This is an optimization exercise on Yosys and OpenROAD, whose aim is small area, not a production implementation. Only simulation tests tie the RTL to the original design; equivalence was not proved. No activity file was given, so power comes from the tool's default toggle rates.

**flow/run.sh**
```bash
#!/bin/bash
# synth_recipe.tcl (not shown) runs the flow's synth.tcl, then flattens the netlist and writes it again
# the make line also repeats each setting of config.mk as NAME=value (left out here)
make -C /OpenROAD-flow-scripts/flow DESIGN_CONFIG=/design/flow/config.mk WORK_HOME=/design/flow/orfs CLKGATE_MAP_FILE= SYNTH_SCRIPT=/design/flow/synth_recipe.tcl finish
```
**flow/config.mk**
```make
export PLATFORM = sky130hd
export DESIGN_NAME = GPS
export DESIGN_NICKNAME = GPS
export VERILOG_FILES = /design/flow/design.v
export SDC_FILE = /design/flow/constraint.sdc
export NUM_CORES = 4
export LEC_CHECK = 0
export CAP_MARGIN = 20
export CORE_MARGIN = 2
export CORE_UTILIZATION = 40
export SLEW_MARGIN = 20
```
**flow/constraint.sdc**
```tcl
create_clock -name core_clock -period 48.0 [get_ports {clk}]
set_input_delay 9.6000 -clock core_clock [delete_from_list [all_inputs] [get_ports {clk}]]
set_output_delay 9.6000 -clock core_clock [all_outputs]
set_load 0.01 [all_outputs]
```
**flow/design.v**
```verilog
module GPS
(
input clk,
input rst,  
input  rx,  
output reg err,  
output reg [7:0] Din,
output reg RS, RW,
output reg EN  
);
(* fsm_encoding = "none" *) reg [4:0] a1;  
(* fsm_encoding = "none" *) reg [5:0] state1, nextstate1;  
reg [23:0] count;
parameter init =3'b001;  
parameter up =3'b010;  
parameter clear =3'b011;  
parameter addr_incr =3'b100;  
parameter data_writing =3'b110;  
parameter idle = 2'b00;  
parameter startbit = 2'b01;  
parameter databit = 2'b10;  
parameter stopbit = 2'b11;  
parameter divider = 13'd5208; 
(* fsm_encoding = "none" *) reg [3:0] state, nextstate;  
reg [3:0] bitcount;  
reg [12:0] tickcount;  
reg [7:0] rd;  
(* fsm_encoding = "none" *) reg [4:0] a;
reg [15:0] shirota;
reg [23:0] dolgota;
reg [15:0] hour;
reg [15:0] min;
reg [15:0] sec;
reg [7:0] ZnakDolgoti, ZnakShiroti;
always @(posedge clk)
if (rst)
begin
	state = idle;
	nextstate = idle;
	rd = 0;
	bitcount = 4'b0000;
	tickcount = 0;
	err = 1'b0;
	a <= 0;
	sec <= 0; min <= 0; hour <= 0; shirota <= 0; dolgota <= 0;
	ZnakDolgoti <= 0; ZnakShiroti <= 0;
end
else
begin
	state = nextstate;  
	case (state) 
		idle: 
		begin 
			rd = 8'h00;
			tickcount = 0;
			bitcount = 0;
			err = 1'b0;
			if (rx == 1'b0) 
				nextstate = startbit;
		end
		startbit:
		begin
			tickcount = tickcount + 1;  
			if ( tickcount == divider/2) 
			begin
				if (rx == 1'b0)
				begin
					err = 1'b0;
				end else
				begin 
					err = 1'b1;
					nextstate = idle;
				end 
			end else 	
					if (tickcount == divider)
					begin
						tickcount = 0;
						nextstate = databit;
					end
		end
		databit:
		begin
			tickcount = tickcount + 1;  
			if ( tickcount == divider/2 )
			begin
				rd[bitcount] = rx; 
				bitcount = bitcount + 1;  
			end else			
			if (tickcount == divider) 
			begin
				tickcount = 0;  
				if (bitcount == 4'b1000)
				begin
					bitcount = 0;  
					nextstate = stopbit;  
				end
				else nextstate = databit;
			end
		end	
		stopbit:
		begin	
			tickcount = tickcount + 1;
			if ( tickcount == divider/2 )
			begin
				if (rx == 1'b1)
				begin
					err = 1'b0;
					if (rd==8'b00100100)  
						a<=0;
					else
					if (rd==8'b01000111 & a==0)  
						a<=19;
					else
					if (rd==8'b01010000 & a==19)  
						a<=20;
					else
					if (rd==8'b01000111 & a==20)  
						a<=21;
					else
					if (rd==8'b01000111 & a==21)  
						a<=22;
					else
					if (rd==8'b01000001 & a==22)  
						a<=1;
					else
					if (rd==8'b00101100 & a==1)  
						a <= 2;  
					else
					if (a==2)
					begin
						a<=3;  
						hour[7:0] <= rd;
					end
					else
					if (a==3)
					begin
						a<=4;  
						hour[15:8] <= rd;
					end
					else
					if (a==4)
					begin
						a<=5;  
						min[7:0] <= rd;
					end
					else
					if (a==5)
					begin
						a<=6;  
						min[15:8] <= rd;
					end
					else 
					if (a==6)
					begin
						a<=7;  
						sec[7:0] <= rd;
					end
					else 
					if (a==7)
					begin
						a<=8;  
						sec[15:8] <= rd;
					end	
					else
					if (rd==8'b00101100 & a==8)  
						a <= 9;  
					else
					if (a==9)
					begin
						a<=10;  
						shirota[7:0] <= rd;
					end
					else
					if (a==10)
					begin
						a<=11;  
						shirota[15:8] <= rd;
					end
					else
					if (rd==8'b00101100 & a==11)  
						a <= 12;  
					else
					if (a==12)
					begin 
						a<=13; 
						ZnakShiroti <= rd;
					end
					if (rd==8'b00101100 & a==13)  
						a <= 14;  
					else
					if (a==14)
					begin
						a<=15;  
						dolgota[7:0] <= rd;
					end
					else
					if (a==15)
					begin
						a<=16;  
						dolgota[15:8] <= rd;
					end
					else
					if (a==16)
					begin
						a<=17; 
						dolgota[23:16] <= rd; 
					end		
					if (rd==8'b00101100 & a==17)  
					a <= 18;  
					else
					if (a==18)
					begin  
						ZnakDolgoti <= rd;
						a<=0;  
					end	
					nextstate = stopbit;
				end else
				begin
					err = 1'b1;
					rd=0;
					nextstate = idle;
				end
			end else
			if (tickcount == divider) 
			begin
				tickcount = 0;
				nextstate = idle;
			end else
				nextstate = stopbit;
		end
	default: state = idle;
	endcase;
end
always @(posedge clk)
if (rst)
begin
	state1 = init;
	nextstate1 = init;
	a1 <= 0;
	count = 0;
	RW = 0;
	RS = 0;
	EN = 0;
	Din = 0;
end
else
begin 
state1 = nextstate1;
	case (state1)
		init: 
		begin
			EN = 1;
			Din = 8'b00111000;
			count = count + 1;
			if (count==1000000)
			begin
				EN = 0;
				count=0;
				nextstate1 = clear;
			end
			else 
				nextstate1 = state1;
		end
		clear:
		begin
			EN = 1;
			Din = 8'b00000001;
			count = count + 1;
			if (count==1000000)
			begin
				EN = 0;
				count=0;
				nextstate1 = addr_incr;
			end
			else 
				nextstate1 = state1;
		end
		addr_incr:
		begin
			EN = 1;
			Din = 8'b00000110;
			count = count + 1;
			if (count==1000000)
			begin
				EN = 0;
				count=0;
				nextstate1 = up;
			end
			else 
				nextstate1 = state1;
		end
		up:
		begin
			EN = 1;
			Din = 8'b00001100;
			count = count + 1;
			if (count==1000000)
			begin
				EN = 0;
				count=0;
				nextstate1 = data_writing; 
			end
			else 
				nextstate1 = state1;
		end
		data_writing:
		begin
			RS = 1;
			if (a1==0) 
			begin
				RS=0;
				EN = 1;
				Din = 8'b10000000;
				count = count + 1;
				if (count==125000)
				begin
					RS=1;
					EN = 0;
					count=0;
					a1<=1;
				end
				else 
					nextstate1 = state1;	
			end	
			if (a1==1)
			begin
				EN = 1;
				Din = shirota[7:0];
				count = count + 1;
				if (count==125000)
				begin
					EN = 0;
					count=0;
					a1 <= 2;
				end
				else 
					nextstate1 = state1;
			end	
			if (a1==2)
			begin
				EN = 1;
				Din = shirota[15:8];
				count = count + 1;
				if (count==125000)
				begin
					EN = 0;
					count=0;
					a1<=3;
				end
				else 
					nextstate1 = state1;			
			end
			if (a1==3)
			begin
				EN = 1;
				Din = 8'b11011111;
				count = count + 1;
				if (count==125000)
				begin
					EN = 0;
					count=0;
					a1<=4;
				end
				else 
					nextstate1 = state1;			
			end
			if (a1==4)
			begin
				EN = 1;
				Din = ZnakShiroti; 
				count = count + 1;
				if (count==125000)
				begin
					EN = 0;
					count=0;
					a1<=5;
				end
				else 
					nextstate1 = state1;
			end
			if (a1==5)
			begin
				EN = 1;
				Din = 8'b00100000;
				count = count + 1;
				if (count==125000)
				begin
					EN = 0;
					count=0;
					a1<=6;
				end
				else 
					nextstate1 = state1;
			end	
			if (a1==6)
			begin
				EN = 1;
				Din = dolgota[7:0];
				count = count + 1;
				if (count==125000)
				begin
					EN = 0;
					count=0;
					a1<=7;
				end
				else 
					nextstate1 = state1;
			end	
			if (a1==7)
			begin
				EN = 1;
				Din = dolgota[15:8];
				count = count + 1;
				if (count==125000)
				begin
					EN = 0;
					count=0;
					a1<=8;
				end
				else 
					nextstate1 = state1;
			end	
			if (a1==8)
			begin
				EN = 1;
				Din = dolgota[23:16];
				count = count + 1;
				if (count==125000)
				begin
					EN = 0;
					count=0;
					a1<=9;
				end
				else 
					nextstate1 = state1;
			end
			if (a1==9)
			begin
				EN = 1;
				Din = 8'b11011111;
				count = count + 1;
				if (count==125000)
				begin
					EN = 0;
					count=0;
					a1<=10;
				end
				else 
					nextstate1 = state1;			
			end
			if (a1==10)
			begin
				EN = 1;
				Din = ZnakDolgoti;
				count = count + 1;
				if (count==125000)
				begin
					EN = 0;
					count=0;
					a1<=11;
				end
				else 
					nextstate1 = state1;
			end		
			if (a1==11) 
			begin
				RS=0;
				EN = 1;
				Din = 8'b11000000;
				count = count + 1;
				if (count==125000)
				begin
					RS=1;
					EN = 0;
					count=0;
					a1<=12;
				end
				else 
					nextstate1 = state1;	
			end	
			if (a1==12)
			begin
				EN = 1; 
				Din = hour[7:0];
				count = count + 1;
				if (count==125000)
				begin
					EN = 0;
					count=0;
					a1<=13;
				end
				else 
					nextstate1 = state1;
			end	
			if (a1==13)
			begin
				EN = 1;
				Din = hour[15:8];
				count = count + 1;
				if (count==125000)
				begin
					EN = 0;
					count=0;
					a1<=14;
				end
				else 
					nextstate1 = state1;
			end	
			if (a1==14)
			begin
				EN = 1;
				Din = 8'b00111010;
				count = count + 1;
				if (count==125000)
				begin
					EN = 0;
					count=0;
					a1<=15;
				end
				else 
					nextstate1 = state1;
			end
			if (a1==15)
			begin
				EN = 1;
				Din = min[7:0];
				count = count + 1;
				if (count==125000)
				begin
					EN = 0;
					count=0;
					a1<=16;
				end
				else 
					nextstate1 = state1;
			end
			if (a1==16)
			begin
				EN = 1;
				Din = min[15:8];
				count = count + 1;
				if (count==125000)
				begin
					EN = 0;
					count=0;
					a1<=17;
				end
				else 
					nextstate1 = state1;
			end
			if (a1==17)
			begin
				EN = 1;
				Din = 8'b00111010;
				count = count + 1;
				if (count==125000)
				begin
					EN = 0;
					count=0;
					a1<=18;
				end
				else 
					nextstate1 = state1;
			end
			if (a1==18)
			begin
				EN = 1;
				Din = sec[7:0];
				count = count + 1;
				if (count==125000)
				begin
					EN = 0;
					count=0;
					a1<=19;
				end
				else 
					nextstate1 = state1;
			end
			if (a1==19)
			begin
				EN = 1;
				Din = sec[15:8];
				count = count + 1;
				if (count==125000)
				begin
					EN = 0;
					count=0;
					a1<=0;  
				end
				else 
					nextstate1 = state1;
			end
		end
	endcase;	
end
endmodule 
```
==> results of run 1 <==
-- synth_stat cells (38+ instances only) --
| library cell | n |
|---|---|
| sky130_fd_sc_hd__and2_1 | 100 |
| sky130_fd_sc_hd__nor2b_1 | 41 |
| sky130_fd_sc_hd__xnor2_1 | 369 |
| sky130_fd_sc_hd__nor3_1 | 273 |
| sky130_fd_sc_hd__nand2_1 | 572 |
| sky130_fd_sc_hd__clkbuf_1 | 226 |
| sky130_fd_sc_hd__nor4_1 | 124 |
| sky130_fd_sc_hd__or3_1 | 79 |
| sky130_fd_sc_hd__a31oi_1 | 101 |
| sky130_fd_sc_hd__nand2b_1 | 63 |
| sky130_fd_sc_hd__o21ai_1 | 67 |
| sky130_fd_sc_hd__nand3_1 | 277 |
| sky130_fd_sc_hd__nor4b_1 | 39 |
| sky130_fd_sc_hd__dfxtp_1 | 179 |
| sky130_fd_sc_hd__nand4_1 | 174 |
| sky130_fd_sc_hd__buf_2 | 38 |
| sky130_fd_sc_hd__a21oi_1 | 271 |
| sky130_fd_sc_hd__o211ai_1 | 76 |
| sky130_fd_sc_hd__or4_1 | 52 |
| sky130_fd_sc_hd__or2_2 | 41 |
| sky130_fd_sc_hd__o31ai_1 | 49 |
| sky130_fd_sc_hd__and3_1 | 99 |
| sky130_fd_sc_hd__inv_1 | 81 |
| sky130_fd_sc_hd__a21o_1 | 45 |
| sky130_fd_sc_hd__nor2_1 | 656 |
| sky130_fd_sc_hd__o22ai_1 | 45 |
| sky130_fd_sc_hd__and4_1 | 44 |
| sky130_fd_sc_hd__a211oi_1 | 62 |
| sky130_fd_sc_hd__o21ai_0 | 230 |
| sky130_fd_sc_hd__mux2i_1 | 153 |
| sky130_fd_sc_hd__xor2_1 | 173 |
| sky130_fd_sc_hd__o21a_1 | 60 |
-- cell type report --
cell class / count / area, um2 / area share (%)
sequential: 179 / 3580 / 8.43
multi-input combinational: 5104 / 33800 / 79.5
inverter: 85 / 319 / 0.750
timing repair buffer: 349 / 2670 / 6.28
clock buffer: 18 / 429 / 1.01
clock inverter: 14 / 154 / 0.362
tap: 1254 / 1570 / 3.69
-- through the flow --
step	total power, W	setup WS, ns	cell area (um2)	hold slack, ns
after floorplan	0.000191	0.0735	37900	0.426
after CTS	0.000352	0.0689	41100	0.462
after global routing	0.000370	-0.211	42500	0.487
after global placement	0.000211	-0.362	40300	0.441
after detailed placement	0.000210	-1.75	40300	0.450
final	0.000358	2.34	42500	0.462
-- cells in the final DEF (no fill, tap or decap), types with 21 or more instances in the layout --
cell | synthesis | final
sky130_fd_sc_hd__and2_1 | 100 | 94
sky130_fd_sc_hd__a21oi_1 | 271 | 262
sky130_fd_sc_hd__o31a_1 | 26 | 26
sky130_fd_sc_hd__o2111ai_1 | 28 | 27
sky130_fd_sc_hd__o22ai_1 | 45 | 44
sky130_fd_sc_hd__and4_1 | 44 | 41
sky130_fd_sc_hd__nor2_2 | 3 | 21
sky130_fd_sc_hd__a21o_1 | 45 | 45
sky130_fd_sc_hd__nand2b_1 | 63 | 60
sky130_fd_sc_hd__o21ai_1 | 67 | 71
sky130_fd_sc_hd__a22oi_1 | 32 | 30
sky130_fd_sc_hd__a21boi_0 | 22 | 21
sky130_fd_sc_hd__o21ai_0 | 230 | 219
sky130_fd_sc_hd__xnor2_1 | 369 | 366
sky130_fd_sc_hd__or2_2 | 41 | 39
sky130_fd_sc_hd__nand2_1 | 572 | 562
sky130_fd_sc_hd__a211oi_1 | 62 | 53
sky130_fd_sc_hd__nand4b_1 | 32 | 32
sky130_fd_sc_hd__a211o_1 | 23 | 23
sky130_fd_sc_hd__buf_4 | 11 | 331
sky130_fd_sc_hd__nor4b_1 | 39 | 35
sky130_fd_sc_hd__nor2b_1 | 41 | 41
sky130_fd_sc_hd__nand4_1 | 174 | 174
sky130_fd_sc_hd__or4_1 | 52 | 46
sky130_fd_sc_hd__o31ai_1 | 49 | 43
sky130_fd_sc_hd__o21a_1 | 60 | 60
sky130_fd_sc_hd__or3_1 | 79 | 74
sky130_fd_sc_hd__inv_1 | 81 | 79
sky130_fd_sc_hd__and3_1 | 99 | 95
sky130_fd_sc_hd__nor2_1 | 656 | 634
sky130_fd_sc_hd__dfxtp_1 | 179 | 179
sky130_fd_sc_hd__a31oi_1 | 101 | 99
sky130_fd_sc_hd__o211ai_1 | 76 | 76
sky130_fd_sc_hd__nand3_1 | 277 | 269
sky130_fd_sc_hd__nor3_1 | 273 | 259
sky130_fd_sc_hd__nor4_1 | 124 | 112
sky130_fd_sc_hd__xor2_1 | 173 | 172
sky130_fd_sc_hd__nand3b_1 | 21 | 21
sky130_fd_sc_hd__mux2i_1 | 153 | 152
-- power groups by stage --
| stage | sequential [W] | combinational, W | clock, W |
|---|---|---|---|
| after detailed placement | 0.000153 | 0.0000568 | 0 |
| after floorplan | 0.000153 | 0.0000387 | 0 |
| after CTS | 0.000150 | 0.0000573 | 0.000145 |
| after global routing | 0.000150 | 0.0000697 | 0.000151 |
| final | 0.000150 | 0.0000646 | 0.000144 |
| after global placement | 0.000153 | 0.0000575 | 0 |
-- how the worst max path moves through the flow --
stage                     slack, ns                      to  depth (start not counted)
after floorplan                0.07  count[13]$_SDFFE_PP0P_                        242
after global placement        -0.36  count[13]$_SDFFE_PP0P_                        230
after detailed placement      -1.75  count[13]$_SDFFE_PP0P_                        231
after CTS                      0.07   count[6]$_SDFFE_PP0P_                        235
after global routing          -0.21   count[6]$_SDFFE_PP0P_                        238
final                          2.34   count[3]$_SDFFE_PP0P_                        236
-- critical path, delay by kind of cell, from the launching register on --
family / cells / cell delay (ns)
AND/OR/NAND/NOR: 119 / 23.95
AO/OA/AOI/OAI: 67 / 12.50
adder cells (fa/ha/maj): 19 / 3.96
buffers and inverters: 24 / 3.22
multiplexers: 3 / 0.87
XOR/XNOR: 4 / 0.52
flip-flops: 1 / 0.35
-- kinds of logic after synthesis --
group	after synthesis	share of synthesized area, %
simple gates	2845	39.7
buf+inv	376	4.02
compound gates	1505	28.3
xor+xnor	549	12.8
fa+ha+maj	26	0.859
mux	177	4.78
flops	179	9.46
other cells	1	0.00990
-- per-layer routing --
layer | part of all wire (%) | up-vias
met2 | 46 | 1936
li1 | - | 21600
met4 | 2.4 | 0
met1 | 46 | 22100
met5 | 0 | -
met3 | 6.2 | 270
-- flip-flops by register name, indices dropped and copies added, names as in the netlist, 2 cells and up --
signal       cells
a                5
rd               8
Din              8
count           24
nextstate        2
min             16
nextstate1       3
ZnakShiroti      8
bitcount         4
a1               5
tickcount       13
dolgota         24
shirota         16
hour            16
sec             16
ZnakDolgoti      8
-- repair_timing --
item                                    CTS  global route
gates resized for setup                  25           183
endpoints found under the hold margin     0             0
buffers inserted                          9            77
endpoints found under the setup margin   29            30
pin swaps                                 7            93
hold buffers                              0             0
gates cloned                              0             1
==> run_summary.xml, run 1 <==
<?xml version="1.0" encoding="UTF-8"?>
<metrics>
  <group name="synth">
    <metric name="ys_seq_area_share" unit="%">9.46</metric>
    <metric name="synthesis.area_per_instance" unit="um2">6.69</metric>
    <metric name="yosysTopAreaCell" unit="">sky130_fd_sc_hd__dfxtp_1</metric>
    <metric name="synthesis.nets" unit="">5687</metric>
    <metric name="yosysTopAreaCellShare" unit="%">9.46</metric>
    <metric name="synth-edff-count" unit="">0</metric>
    <metric name="mappedNetlistArea" unit="mm2">0.0379</metric>
    <metric name="synth_async_sr_flop_share" unit="%">0</metric>
    <metric name="synth_cell_types" unit="">147</metric>
    <metric name="synthesis.instances" unit="">5658</metric>
    <metric name="synth-seq-cells" unit="">179</metric>
    <metric name="synth.area.top_cells" unit="">sky130_fd_sc_hd__dfxtp_1 9.5%, sky130_fd_sc_hd__xnor2_1 8.5%, sky130_fd_sc_hd__nor2_1 6.5%, sky130_fd_sc_hd__nand2_1 5.7%, sky130_fd_sc_hd__mux2i_1 4.0%</metric>
    <metric name="ys.warnings.count" unit="">1</metric>
    <metric name="synth_flop_cell" unit="">sky130_fd_sc_hd__dfxtp_1</metric>
  </group>
  <group name="clock_network">
    <metric name="cts_buffers" unit="">17</metric>
    <metric name="tritoncts" unit="">built</metric>
    <metric name="clk-insertion-delay-late" unit="ns">0.47</metric>
    <metric name="cts_max_level" unit="">4</metric>
    <metric name="clk_pin_slew" unit="ns">0.08</metric>
    <metric name="clock-sinks" unit="">179</metric>
    <metric name="clock_tree.root_cell" unit="">sky130_fd_sc_hd__clkbuf_16</metric>
    <metric name="maximum_count_of_clock_buffers_along_a_single_path" unit="">2</metric>
  </group>
  <group name="critical_path">
    <metric name="crit_path_frequent_cell" unit="">sky130_fd_sc_hd__nand2_1</metric>
    <metric name="critPathSlowestCell" unit="">sky130_fd_sc_hd__or4_4</metric>
    <metric name="critPathMaxFanout" unit="">9</metric>
    <metric name="worstPathArrival" unit="ns">45.99</metric>
    <metric name="data_required_time_at_the_worst_endpoint" unit="ns">48.32</metric>
    <metric name="worst-setup-path-type" unit="">reg2reg</metric>
    <metric name="timing.reg2reg.worst_path_depth" unit="">236</metric>
    <metric name="setup.worst_path.end_class" unit="">flip-flop</metric>
    <metric name="critical-path-max-stage-delay" unit="ns">0.63</metric>
    <metric name="worst_setup_path_startpoint" unit="">count[7]$_SDFFE_PP0P_</metric>
    <metric name="reg2reg_from" unit="">count[7]$_SDFFE_PP0P_</metric>
    <metric name="setup.reg_to_reg.worst_slack" unit="ns">2.34</metric>
    <metric name="setup.worst_path.start_class" unit="">flip-flop</metric>
    <metric name="worstReg2RegEnd" unit="">count[3]$_SDFFE_PP0P_</metric>
  </group>
  <group name="finish">
    <metric name="layout_cell_share_with_drive_strength_beyond_1" unit="%">13.8</metric>
    <metric name="synthToLayoutAreaGrowth" unit="%">12.3</metric>
    <metric name="antennaDiodeCount" unit="">0</metric>
    <metric name="final_core_utilization" unit="%">45.4</metric>
    <metric name="nNetsFinal" unit="">5765</metric>
    <metric name="fillCellCount" unit="">9997</metric>
    <metric name="stdcell_count" unit="">7003</metric>
  </group>
  <group name="power">
    <metric name="seqPwrFrac" unit="%">41.8</metric>
    <metric name="power.ir.vdd_worst" unit="mV">0.0182</metric>
    <metric name="static-leakage-power" unit="nW">13.4</metric>
    <metric name="p_per_area" unit="mW/mm2">8.42</metric>
    <metric name="total_switching_power" unit="W">0.000116</metric>
    <metric name="clockPowerShare" unit="%">40.1</metric>
    <metric name="combinational_share_of_power" unit="%">18.0</metric>
    <metric name="cell_internal_pwr" unit="W">0.000243</metric>
    <metric name="p_sw_share" unit="%">32.3</metric>
  </group>
  <group name="die">
    <metric name="die_h" unit="um">312</metric>
    <metric name="placement_rows" unit="">112</metric>
    <metric name="core_area" unit="mm2">0.0936</metric>
    <metric name="io_pins" unit="">15</metric>
    <metric name="initial_utilization" unit="%">40.4</metric>
    <metric name="fp.dieArea" unit="mm2">0.0971</metric>
    <metric name="die_width" unit="um">312</metric>
  </group>
  <group name="drt">
    <metric name="routed_via_count" unit="">45900</metric>
    <metric name="detail_route.iter0.violations" unit="">4992</metric>
    <metric name="vias_per_cell" unit="">6.55</metric>
    <metric name="detail_route.wl_per_cell" unit="um">22.7</metric>
    <metric name="drc" unit="">0</metric>
    <metric name="route.antenna.remaining_nets" unit="">0</metric>
    <metric name="drt_first_pass_iters" unit="">8</metric>
    <metric name="routed_wirelength" unit="um">159000</metric>
  </group>
  <group name="global_route">
    <metric name="grt_pass1_vias" unit="">41500</metric>
    <metric name="busiest_layer" unit="">met2</metric>
    <metric name="groute.usage.overall" unit="%">30.7</metric>
    <metric name="grt_max_degree" unit="">107</metric>
    <metric name="wire_length_of_the_first_global_routing_pass" unit="um">245000</metric>
    <metric name="use_met1" unit="%">43.1</metric>
    <metric name="antenna_found_initial" unit="">1</metric>
    <metric name="use_met3" unit="%">2.51</metric>
    <metric name="use_met2" unit="%">50.6</metric>
    <metric name="globalRouteOverflowTotal" unit="">0</metric>
  </group>
  <group name="timing">
    <metric name="fin_max_slew_vios" unit="">0</metric>
    <metric name="post_layout_minimum_cycle_time" unit="ns">45.66</metric>
    <metric name="worst_max_slew_margin_expressed_relative_to_the_limit" unit="%">18.1</metric>
    <metric name="fmax" unit="MHz">21.9</metric>
    <metric name="timing_worst_slew_pin_value" unit="ns">1.21</metric>
    <metric name="finalSetupViolCount" unit="">0</metric>
    <metric name="skew" unit="ns">0.0142</metric>
    <metric name="timing.setup.tns" unit="ns">0</metric>
    <metric name="hold_violations" unit="">0</metric>
    <metric name="post-route-period-util" unit="%">95.1</metric>
  </group>
  <group name="worst_hold_path">
    <metric name="worst_hold_end" unit="">tickcount[0]$_SDFFE_PP0P_</metric>
    <metric name="hold_start" unit="">tickcount[0]$_SDFFE_PP0P_</metric>
    <metric name="min_path_cells" unit="">1</metric>
    <metric name="worstHoldPathType" unit="">reg2reg</metric>
  </group>
  <group name="job">
    <metric name="timing.max_cap.violations" unit="">0</metric>
  </group>
  <group name="place">
    <metric name="place_inst" unit="">6884</metric>
    <metric name="portBuffers" unit="">13</metric>
    <metric name="gp_routability_congestion" unit="">0.998</metric>
    <metric name="dp_hpwl" unit="um">124000</metric>
  </group>
  <group name="run_status">
    <metric name="status" unit="">no timing/DRC/antenna violations</metric>
  </group>
</metrics>
==> run 2, diff against run 1 <==
==> flow/design.v (replaced) <==
module GPS
(
input clk,
input rst,             
input  rx,             
output err,            
output [7:0] Din,      
output RS, RW,
output EN
);
localparam [4:0] STOPA = 5'd20, ERRI = 5'd21, IDLE = 5'd22;
reg [4:0]  hp;
reg [11:0] h;      
reg [7:0]  rd;     
wire idle  = (hp == IDLE) | (hp == ERRI);
wire hterm = (h == 12'd3233);           
wire hload = idle | hterm;
always @(posedge clk) begin
	if (hload) h <= 12'd0;
	else       h <= {~h[10:0], h[11] ^ h[0]};
end
always @(posedge clk) begin
	if (rst) hp <= IDLE;
	else if (idle) begin
		if (!rx) hp <= 5'd0;
		else     hp <= IDLE;
	end else if (hp == STOPA)
		hp <= 5'd19;
	else if (hterm) begin
		if (hp == 5'd0)       hp <= rx ? ERRI : 5'd1;
		else if (hp == 5'd18) hp <= rx ? STOPA : ERRI;
		else if (hp == 5'd19) hp <= IDLE;
		else                  hp <= hp + 5'd1;
	end
end
always @(posedge clk)
	if (!idle && hterm && !hp[0] && hp != 5'd0 && hp != 5'd18)
		rd <= {rx, rd[7:1]};
assign err = (hp == ERRI);
wire pstrobe = (hp == STOPA);
reg [4:0] s;
wire is_dollar = (rd == 8'h24);
wire is_comma  = (rd == 8'h2C);
wire is_G      = (rd == 8'h47);
wire is_P      = (rd == 8'h50);
wire is_A      = (rd == 8'h41);
wire take_d = (s >= 5'd6 && s <= 5'd11) || s == 5'd13 || s == 5'd14 || s == 5'd16;
wire take_n = (s >= 5'd18 && s <= 5'd20);
wire match  = ((s == 5'd0 || s == 5'd2 || s == 5'd3) && is_G) ||
              (s == 5'd1 && is_P) || (s == 5'd4 && is_A) ||
              ((s == 5'd5 || s == 5'd12 || s == 5'd15 || s == 5'd17 || s == 5'd21) && is_comma);
always @(posedge clk) begin
	if (rst) s <= 5'd0;
	else if (pstrobe) begin
		if (take_n)                 s <= s + 5'd1;
		else if (s == 5'd22)        s <= 5'd0;
		else if (is_dollar)         s <= 5'd0;
		else if (take_d || match)   s <= s + 5'd1;
	end
end
wire wr  = pstrobe & ~is_dollar;
wire [7:0] wd = rd & {8{~rst}};
reg [7:0] hr0, hr1, mn0, mn1, sc0, sc1, la0, la1, zs, lo0, lo1, lo2, zd;
always @(posedge clk) begin
	if (rst | (wr & s == 5'd6))  hr0 <= wd;
	if (rst | (wr & s == 5'd7))  hr1 <= wd;
	if (rst | (wr & s == 5'd8))  mn0 <= wd;
	if (rst | (wr & s == 5'd9))  mn1 <= wd;
	if (rst | (wr & s == 5'd10)) sc0 <= wd;
	if (rst | (wr & s == 5'd11)) sc1 <= wd;
	if (rst | (wr & s == 5'd13)) la0 <= wd;
	if (rst | (wr & s == 5'd14)) la1 <= wd;
	if (rst | (wr & s == 5'd16)) zs  <= wd;
	if (rst | (pstrobe & s == 5'd18)) lo0 <= wd;
	if (rst | (pstrobe & s == 5'd19)) lo1 <= wd;
	if (rst | (pstrobe & s == 5'd20)) lo2 <= wd;
	if (rst | (pstrobe & s == 5'd22)) zd  <= wd;
end
reg [16:0] c;
reg [5:0]  pos;
wire cterm = (c == 17'd112661);         
always @(posedge clk) begin
	if (rst)        c <= 17'd112661;
	else if (cterm) c <= 17'd0;
	else            c <= {~c[15:0], c[16] ^ c[2]};
end
always @(posedge clk) begin
	if (rst) pos <= 6'd31;
	else if (cterm) begin
		if (pos == 6'd19) pos <= 6'd0;
		else              pos <= pos + 6'd1;
	end
end
reg [7:0] dsel;
always @* begin
	case (pos)
	6'd0:  dsel = 8'h80;
	6'd1:  dsel = la0;
	6'd2:  dsel = la1;
	6'd3:  dsel = 8'hDF;
	6'd4:  dsel = zs;
	6'd5:  dsel = 8'h20;
	6'd6:  dsel = lo0;
	6'd7:  dsel = lo1;
	6'd8:  dsel = lo2;
	6'd9:  dsel = 8'hDF;
	6'd10: dsel = zd;
	6'd11: dsel = 8'hC0;
	6'd12: dsel = hr0;
	6'd13: dsel = hr1;
	6'd14: dsel = 8'h3A;
	6'd15: dsel = mn0;
	6'd16: dsel = mn1;
	6'd17: dsel = 8'h3A;
	6'd18: dsel = sc0;
	6'd19: dsel = sc1;
	default:
		case (pos[5:3])
		3'd4: dsel = 8'h38;
		3'd5: dsel = 8'h01;
		3'd6: dsel = 8'h06;
		3'd7: dsel = 8'h0C;
		default: dsel = 8'h00;
		endcase
	endcase
end
assign Din = dsel;
assign EN  = ~(cterm & (~pos[5] | (pos[2:0] == 3'd7)));
assign RS  = ~pos[5] & (pos != 6'd31) & ((pos != 6'd0 && pos != 6'd11) | cterm);
assign RW  = 1'b0;
endmodule
==> run_summary.xml, run 2 <==
<?xml version="1.0" encoding="UTF-8"?>
<metrics>
  <group name="run_status">
    <metric name="status" unit="">no timing/DRC/antenna violations</metric>
  </group>
  <group name="critical_path">
    <metric name="worstPathArrival" unit="ns">3.53</metric>
    <metric name="crit_path_cell_trace" unit="">inv_1, ha_1, or3b_2, nor3_1, a22oi_1, nand2_1, a221oi_1, nand4_1, clkdlybuf4s50_1</metric>
    <metric name="setup.worst_path.start_class" unit="">flip-flop</metric>
    <metric name="worst-path-buf-inv" unit="">2</metric>
    <metric name="worst-setup-path-type" unit="">reg2out</metric>
    <metric name="critical-path-max-stage-delay" unit="ns">0.83</metric>
    <metric name="setup.worst_path.end_class" unit="">primary output</metric>
    <metric name="data_required_time_at_the_worst_endpoint" unit="ns">38.40</metric>
    <metric name="critPathMaxFanout" unit="">7</metric>
    <metric name="crit_path_max_delay_family" unit="">simple AND/OR/NAND/NOR gates</metric>
    <metric name="critPathSlowestCell" unit="">sky130_fd_sc_hd__nor3_1</metric>
  </group>
  <group name="global_route">
    <metric name="grt_pass1_vias" unit="">4185</metric>
    <metric name="use_met3" unit="%">5.04</metric>
    <metric name="globalRouteOverflowTotal" unit="">0</metric>
    <metric name="use_met2" unit="%">27.7</metric>
    <metric name="use_met1" unit="%">25.6</metric>
    <metric name="busiest_layer" unit="">met2</metric>
    <metric name="antenna_found_initial" unit="">0</metric>
    <metric name="wire_length_of_the_first_global_routing_pass" unit="um">24300</metric>
    <metric name="groute.usage.overall" unit="%">18.4</metric>
    <metric name="grt_max_degree" unit="">27</metric>
  </group>
  <group name="die">
    <metric name="core_area" unit="mm2">0.0159</metric>
    <metric name="die_width" unit="um">132</metric>
    <metric name="initial_utilization" unit="%">41.0</metric>
    <metric name="die_h" unit="um">132</metric>
    <metric name="fp.dieArea" unit="mm2">0.0174</metric>
    <metric name="placement_rows" unit="">46</metric>
    <metric name="io_pins" unit="">15</metric>
  </group>
  <group name="synth">
    <metric name="yosysTopAreaCellShare" unit="%">51.4</metric>
    <metric name="yosys-top-cells-count" unit="">112 x sky130_fd_sc_hd__edfxtp_1, 45 x sky130_fd_sc_hd__dfxtp_1, 38 x sky130_fd_sc_hd__nand2_1, 38 x sky130_fd_sc_hd__nor2_1</metric>
    <metric name="yosysTopAreaCell" unit="">sky130_fd_sc_hd__edfxtp_1</metric>
    <metric name="synth-edff-count" unit="">112</metric>
    <metric name="synthesis.instances" unit="">522</metric>
    <metric name="synth-seq-cells" unit="">157</metric>
    <metric name="synth.area.top_cells" unit="">sky130_fd_sc_hd__edfxtp_1 51%, sky130_fd_sc_hd__dfxtp_1 14%, sky130_fd_sc_hd__a22oi_1 3.1%, sky130_fd_sc_hd__ha_1 2.7%, sky130_fd_sc_hd__nand2_1 2.2%</metric>
    <metric name="ys.warnings.count" unit="">1</metric>
    <metric name="synth_flop_cell" unit="">sky130_fd_sc_hd__edfxtp_1</metric>
    <metric name="synth_async_sr_flop_share" unit="%">0</metric>
    <metric name="mappedNetlistArea" unit="mm2">0.00654</metric>
    <metric name="synth_cell_types" unit="">68</metric>
    <metric name="synthesis.nets" unit="">539</metric>
    <metric name="synthesis.area_per_instance" unit="um2">12.5</metric>
    <metric name="ys_seq_area_share" unit="%">65.2</metric>
    <metric name="cell_with_the_most_instances_after_synthesis" unit="">sky130_fd_sc_hd__edfxtp_1</metric>
  </group>
  <group name="clock_network">
    <metric name="clk-insertion-delay-late" unit="ns">0.42</metric>
    <metric name="tritoncts" unit="">built</metric>
    <metric name="clk_pin_slew" unit="ns">0.06</metric>
    <metric name="clock_tree.root_cell" unit="">sky130_fd_sc_hd__clkbuf_16</metric>
    <metric name="post_cts_repair_setup_buffers" unit="">0</metric>
    <metric name="clock-sinks" unit="">157</metric>
    <metric name="maximum_count_of_clock_buffers_along_a_single_path" unit="">2</metric>
    <metric name="cts_max_level" unit="">4</metric>
    <metric name="postCtsResizedCells" unit="">0</metric>
    <metric name="cts_buffers" unit="">17</metric>
    <metric name="postCtsHoldBufs" unit="">0</metric>
  </group>
  <group name="power">
    <metric name="power.ir.vdd_worst" unit="mV">0.0257</metric>
    <metric name="total_power" unit="W">0.000330</metric>
    <metric name="static-leakage-power" unit="nW">2.62</metric>
    <metric name="p_per_area" unit="mW/mm2">44.3</metric>
  </group>
  <group name="timing">
    <metric name="worst_max_slew_margin_expressed_relative_to_the_limit" unit="%">28.1</metric>
    <metric name="post-route-period-util" unit="%">27.3</metric>
    <metric name="fin_max_slew_vios" unit="">0</metric>
    <metric name="grt_setup_unrepaired" unit="">false</metric>
    <metric name="hold_violations" unit="">0</metric>
    <metric name="fmax" unit="MHz">76.2</metric>
    <metric name="timing_worst_slew_pin_value" unit="ns">1.07</metric>
    <metric name="finalSetupViolCount" unit="">0</metric>
    <metric name="post_layout_minimum_cycle_time" unit="ns">13.13</metric>
    <metric name="skew" unit="ns">0.00747</metric>
    <metric name="timing.setup.tns" unit="ns">0</metric>
    <metric name="fin_worst_hold_slack" unit="ns">0.377</metric>
  </group>
  <group name="place">
    <metric name="portBuffers" unit="">13</metric>
    <metric name="dp_hpwl" unit="um">10400</metric>
    <metric name="place_inst" unit="">728</metric>
    <metric name="gp_routability_congestion" unit="">0.896</metric>
  </group>
  <group name="drt">
    <metric name="routed_wirelength" unit="um">15900</metric>
    <metric name="detail_route.wl_per_cell" unit="um">20.9</metric>
    <metric name="drt_first_pass_iters" unit="">6</metric>
    <metric name="drc" unit="">0</metric>
    <metric name="routed_via_count" unit="">4487</metric>
    <metric name="vias_per_cell" unit="">5.90</metric>
    <metric name="detail_route.iter0.violations" unit="">717</metric>
    <metric name="route.antenna.remaining_nets" unit="">0</metric>
  </group>
  <group name="finish">
    <metric name="final_cell_mix" unit="">112 x sky130_fd_sc_hd__edfxtp_1, 45 x sky130_fd_sc_hd__dfxtp_1, 38 x sky130_fd_sc_hd__nor2_1, 38 x sky130_fd_sc_hd__nand2_1, 27 x sky130_fd_sc_hd__a22oi_1</metric>
    <metric name="register_ranked_first_by_flip_flop_count" unit="">c</metric>
    <metric name="largest_register_ffs" unit="">17</metric>
    <metric name="nNetsFinal" unit="">548</metric>
    <metric name="antennaDiodeCount" unit="">0</metric>
    <metric name="final_common_cell" unit="">sky130_fd_sc_hd__edfxtp_1</metric>
    <metric name="layout_cell_share_with_drive_strength_beyond_1" unit="%">8.46</metric>
    <metric name="final_core_utilization" unit="%">46.8</metric>
    <metric name="synthToLayoutAreaGrowth" unit="%">14.1</metric>
    <metric name="stdcell_count" unit="">760</metric>
  </group>
  <group name="job">
    <metric name="timing.max_cap.violations" unit="">0</metric>
  </group>
  <group name="worst_hold_path">
    <metric name="worstHoldPathType" unit="">reg2reg</metric>
  </group>
</metrics>
-- run 2: through the flow --
stage          area (um2)  setup WS, ns
2_1_floorplan        6540         36.47
3_3_place_gp         6880         35.35
3_5_place_dp         6890         35.34
4_1_cts              7460         34.87
5_1_grt              7460         34.68
6_report             7460         34.87
-- run 2: cell type report --
type                       instances  area, um2
tap                              216        270
fill                            1425       8480
inverter                          16       60.1
timing repair buffer              19        175
clock buffer                      22        497
sequential                       157       4260
multi-input combinational        320       2120
clock inverter                    10       77.6
-- run 2: cells by family (layout without fill, tap and decap cells) --
logic type	after synthesis	after routing	synth area share, %
buffers and inverters	45	67	2.66
adders and majority gates	14	14	2.68
other	1	1	0.0573
AOI/OAI and AO/OA	121	121	13.6
muxes	1	1	0.153
DFF	157	157	65.2
and+or+nand+nor	179	179	15.1
xor gates and xnor gates	4	4	0.536
-- run 2: power breakdown --
part	internal [W]	leakage (nW)	switching [W]
clock	0.0000745	0.288	0.0000543
combinational	0.0000132	0.831	0.0000237
sequential	0.000157	1.50	0.00000746
-- run 2: per-layer routing --
metal	vias to the layer above	wire, um
li1	2041	-
met1	2236	7120
met2	189	7330
met3	21	1130
met4	0	317
met5	-	0
-- run 2: final timing paths --
path | from | endpoint | slack, ns | cells past startpoint
max | pos[0]$_SDFFE_PP1P_ | Din[6] | 34.87 | 9
min | c[11]$_SDFF_PP1_ | c[12]$_SDFF_PP1_ | 0.38 | 1
max reg2reg | rd[1]$_DFFE_PP_ | sc1[1]$_DFFE_PP_ | 45.20 | 6
min reg2reg | c[11]$_SDFF_PP1_ | c[12]$_SDFF_PP1_ | 0.38 | 1

[what the ideal ports hide]
Ports are ideal in the flow. The routed layouts listed here were re-timed in OpenROAD.
Step 1: set_driving_cell puts a clkbuf_16 on clk and a buf_2 on each other input, an assumption about the parent block.
Step 2 also shifts input and output timing later by t, the mid clock arrival at the registers, as if the neighbouring blocks saw the same clock.
a / b / c = ideal ports / drivers / drivers and shift; a / b = the first two.
run	t (ns)	setup WS [ns]	pins driven straight from the clock port
run 1	0.524	2.338 / 2.338 / 2.338	1
run 2	0.460	34.874 / 34.830 / 35.289	1
After both steps every run listed still meets setup and hold.
